This design comes from an exercise in tuning for small area and few clock cycles on the open sky130 flow, not from production work. Where RTL was checked, it was by simulation tests only, not by an equivalence proof against the original.

## the baseline
Design ALU, start of the top module:
module ALU(
    clk,
    rst_n,
    valid,
    ready,
    mode,
    in_A,
    in_B,
    out
);
For scale: ~130 I/O pins, ~0.013 mm^2 of cells after synthesis.
export LEC_CHECK = 0
export CAP_MARGIN = 20
export CORE_MARGIN = 2
export CORE_UTILIZATION = 40
export SLEW_MARGIN = 20
export SYNTH_HIERARCHICAL = 1
export SYNTH_MINIMUM_KEEP_SIZE = 0
create_clock -name core_clock -period 10.0 [get_ports {clk}]
standard.sh (not shown) runs the stock make flow with config.mk's settings and CLKGATE_MAP_FILE= SYNTH_SCRIPT=/design/flow/synth_recipe.tcl, a recipe that flattens the netlist after the stock synthesis.
==> flow/flow/run.sh <==
#!/bin/bash
# The standard layout (standard.sh), with one change: the buffers that
# buffer_ports puts on every input and output port are the smallest buffer
# cell instead of the default choice. ORFS's global_place.tcl passes
# BUFFER_PORTS_ARGS to buffer_ports.
set -euo pipefail
export BUFFER_PORTS_ARGS="-buffer_cell sky130_fd_sc_hd__buf_1"
bash standard.sh > standard_run.log 2>&1
Testbench counts of the baseline, summed over its fixed seeds: cycles 5,537.
The inputs of the candidate differ from those of the baseline as listed below.
-- flow/design.v --
<<< the baseline, line 23
    localparam DSRCH = 3'd2;         
    localparam DSTEP = 3'd3;         
    localparam LAA   = 3'd4;         
    reg  [2:0]  state;
    reg  [4:0]  cnt;
>>> the candidate, line 23
    localparam DSRCH = 3'd2;         
    localparam DSTEP = 3'd3;         
    localparam LAND  = 3'd4;         
    localparam LAVG  = 3'd5;         
    reg  [2:0]  state;
    reg  [4:0]  cnt;
<<< the baseline, line 309
    always @(*) begin
        if (idle) begin
            X_nx = c2 ? ~(in_B << 1) : ~((mode == 2'd2) ? (in_A & in_B) : in_B);
            H_nx = (mode == 2'd0) ? 32'd0 : (mode == 2'd2) ? (in_A & in_B) : in_A;
            L_nx = in_A & {32{mode == 2'd0}};
        end else if (op_mul) begin
>>> the candidate, line 310
    always @(*) begin
        if (idle) begin
            X_nx = c2 ? ~(in_B << 1) : ~in_B;
            H_nx = in_A & {32{mode != 2'd0}};
            L_nx = in_A & {32{mode == 2'd0}};
        end else if (op_mul) begin
<<< the baseline, line 328
            X_nx = X;
            H_nx = 32'd0;
            L_nx = S[32:1];
        end
    end
>>> the candidate, line 329
            X_nx = X;
            H_nx = 32'd0;
            L_nx = (state == LAVG) ? S[32:1] : (H & ~X);
        end
    end
<<< the baseline, line 357
                                end
                            end
                            default: begin   
                                state  <= LAA;
                                ready_ <= 1'b1;
                            end
>>> the candidate, line 358
                                end
                            end
                            2'd2: begin
                                state  <= LAND;
                                ready_ <= 1'b1;
                            end
                            2'd3: begin
                                state  <= LAVG;
                                ready_ <= 1'b1;
                            end
Notes after the runs:
The candidate vs. the baseline: final cell count climbed 89, count of cell instances traversed by the critical path climbed about 4.5%, pin count of the biggest net entering global routing climbed about 40%.
Non-clock buffer instance count of the final layout went up slightly going from the baseline to the candidate.
The lower met2 capacity usage during global routing of the baseline and the candidate is in the baseline.
Maximum clock frequency delta (the baseline -> the candidate): insignificant
The candidate: full flow OK, the timing, design-rule and antenna checks passed
Testbench counts of the candidate, summed over its fixed seeds: cycles 5,537.

## run D
Another version of the RTL of ALU (not shown whole).
Size: ~1600 cells after synthesis, about 110 flip-flops, roughly 130 I/O pins.
==> flow/config.mk <==
export PLATFORM = sky130hd
export DESIGN_NAME = ALU
export DESIGN_NICKNAME = ALU
export VERILOG_FILES = /design/flow/design.v
export SDC_FILE = /design/flow/constraint.sdc
export NUM_CORES = 4
export LEC_CHECK = 0
export CAP_MARGIN = 20
export CORE_MARGIN = 2
export CORE_UTILIZATION = 40
export SLEW_MARGIN = 20
export SYNTH_HIERARCHICAL = 1
export SYNTH_MINIMUM_KEEP_SIZE = 0
==> flow/constraint.sdc <==
create_clock -name core_clock -period 10.0 [get_ports {clk}]
set_input_delay 2.0000 -clock core_clock [delete_from_list [all_inputs] [get_ports {clk}]]
set_output_delay 2.0000 -clock core_clock [all_outputs]
set_load 0.01 [all_outputs]
Scripts as last shown in full above: flow/flow/run.sh
Run D: complete, dirty (setup timing)
#### Input delta (run B over run D)
--- a/flow/design.v
+++ b/flow/design.v
@@ -29,27 +29,26 @@
     reg         ready_;
     reg  [31:0] X;
     reg  [31:0] H;
     reg  [31:0] L;
     reg  [31:0] X_nx, H_nx, L_nx;
     assign ready = ready_;
     assign out   = {H_nx, L_nx};
     wire idle   = (state == IDLE);
     wire start  = idle && valid && !ready_;
-    wire op_mul = idle || (state == MUL);
-    wire op_div = (state == DSRCH) || (state == DSTEP);
+    wire op_mul = idle ? (mode == 2'd0) : (state == MUL);
+    wire op_div = idle ? (mode == 2'd1) : (state == DSRCH) || (state == DSTEP);
     wire srch   = idle ? (mode == 2'd1) : (state == DSRCH);
     wire [31:0] Xi = idle ? in_B : X;
-    wire [31:0] Hi = idle ? in_A : H;            
-    wire [31:0] Ha = idle ? 32'd0 : H;           
-    wire [31:0] Li = idle ? in_A : L;
+    wire [31:0] Hi = idle ? (in_A & {32{mode != 2'd0}}) : H;
+    wire [31:0] Li = idle ? (in_A & {32{mode == 2'd0}}) : L;
     wire [K-1:0] m = op_mul ? Li[K-1:0] : {{(K-1){1'b0}}, 1'b1};
-    wire [31:0] nHi = ~Ha;
+    wire [31:0] nHi = ~Hi;
     wire        ncin = ~op_div;
     wire [31:0] npp0 = ~((Xi & {32{m[0]}}) ^ {32{op_div}});
     wire [31:0] npp1 = ~(Xi & {32{m[1]}});
     wire [31:0] npp2 = ~(Xi & {32{m[2]}});
     wire [31:0] npp3 = ~(Xi & {32{m[3]}});
     wire [31:0] npp4 = ~(Xi & {32{m[4]}});
     wire [31:0] npp5 = ~(Xi & {32{m[5]}});
     wire [31:0] npp6 = ~(Xi & {32{m[6]}});
     wire [31:0] npp7 = ~(Xi & {32{m[7]}});
@@ -297,33 +296,33 @@
             for (i = 3*d-1; i < W; i = i + 2*d) begin
                 G[i] = G[i] | (P[i] & G[i-d]);
                 P[i] = P[i] & P[i-d];
             end
     end
     wire [W-1:0] S = ~(na ^ nb ^ {G[W-2:0], 1'b1});
     wire c1 = S[32];                                    
     wire c2 = srch && !Xi[31] && (cnt != 5'd31) &&
               (Hi[31:32-CW] >= Xi[30:31-CW]);
-    wire load = idle && !c2;
+    wire load = idle && !op_mul && !c2;
     always @(*) begin
-        if (idle ? (mode == 2'd0) : op_mul) begin
+        if (op_mul) begin
             X_nx = Xi;
             H_nx = S[31+K:K];
             L_nx = {S[K-1:0], Li[31:K]};
         end else if (op_div || idle) begin
             if (c2 || load) begin
                 X_nx = c2 ? Xi << 1 : Xi;
                 H_nx = Hi;
             end else begin
                 X_nx = Xi >> 1;
                 H_nx = c1 ? S[31:0] : Hi;
             end
-            L_nx = {Li[30:0] & {31{!idle}}, c1 & !c2 & !load};
+            L_nx = {Li[30:0], c1 & !c2 & !load};
         end else begin  
             X_nx = Xi;
             H_nx = 32'd0;
             L_nx = (state == LAVG) ? S[32:1] : (Hi & Xi);
         end
     end
     always @(posedge clk) begin
         X <= X_nx;
         H <= H_nx;
[summary]
Layout checks on run D: not met. Flow itself completed; violations: setup timing. | run B | all stages done | FAIL | setup timing |. STATUS cell area: run B loses against run D. Slew of the pin with the lowest slew margin sits higher in run B than in run D. Going from run D to run B, first-iteration DRC count shows a reduction of 28; routed wire length went up by about 2.3%; number of global-route vias before repair went up 402; area used by multi-input combinational logic went up; met3 usage in global routing +0.27 points. [compare] base=run D new=run B: sequential share of layout area down 1.2 points, minimum setup slack in the final design saw a decrease, data arrival at the endpoint of the critical path climbed 130 ps. For run B, the endpoint of the worst setup timing path was out[63], unlike run D, where it was out[45].
Function was not checked in any run of this note: the RTL went through the layout flow alone.

[what the ideal ports hide]
Ports are ideal in the flow. The routed layouts listed here were re-timed in OpenROAD.
Step 1, drivers: a clkbuf_16 drives clk and a buf_2 each remaining input, both assumed.
Step 2 moves the port delays by t, midway between the first and last clock arrival at a register: inputs arrive t later, outputs are due t later. That takes back most of the time a late clock gives input paths.
a / b / c = ideal / step 1 / step 2; a / b = the first two.
run | t, ns | setup WS [ns] | worst register clock-pin slew, ns
the baseline | 0.417 | 0.492 / 0.444 / 0.862 | 0.09 / 0.09
the candidate | 0.422 | 0.463 / 0.418 / 0.840 | 0.09 / 0.09
run D | 0.423 | -0.127 / -0.167 / -0.167 | 0.09 / 0.09
run B | 0.433 | -0.260 / -0.300 / -0.300 | 0.09 / 0.09
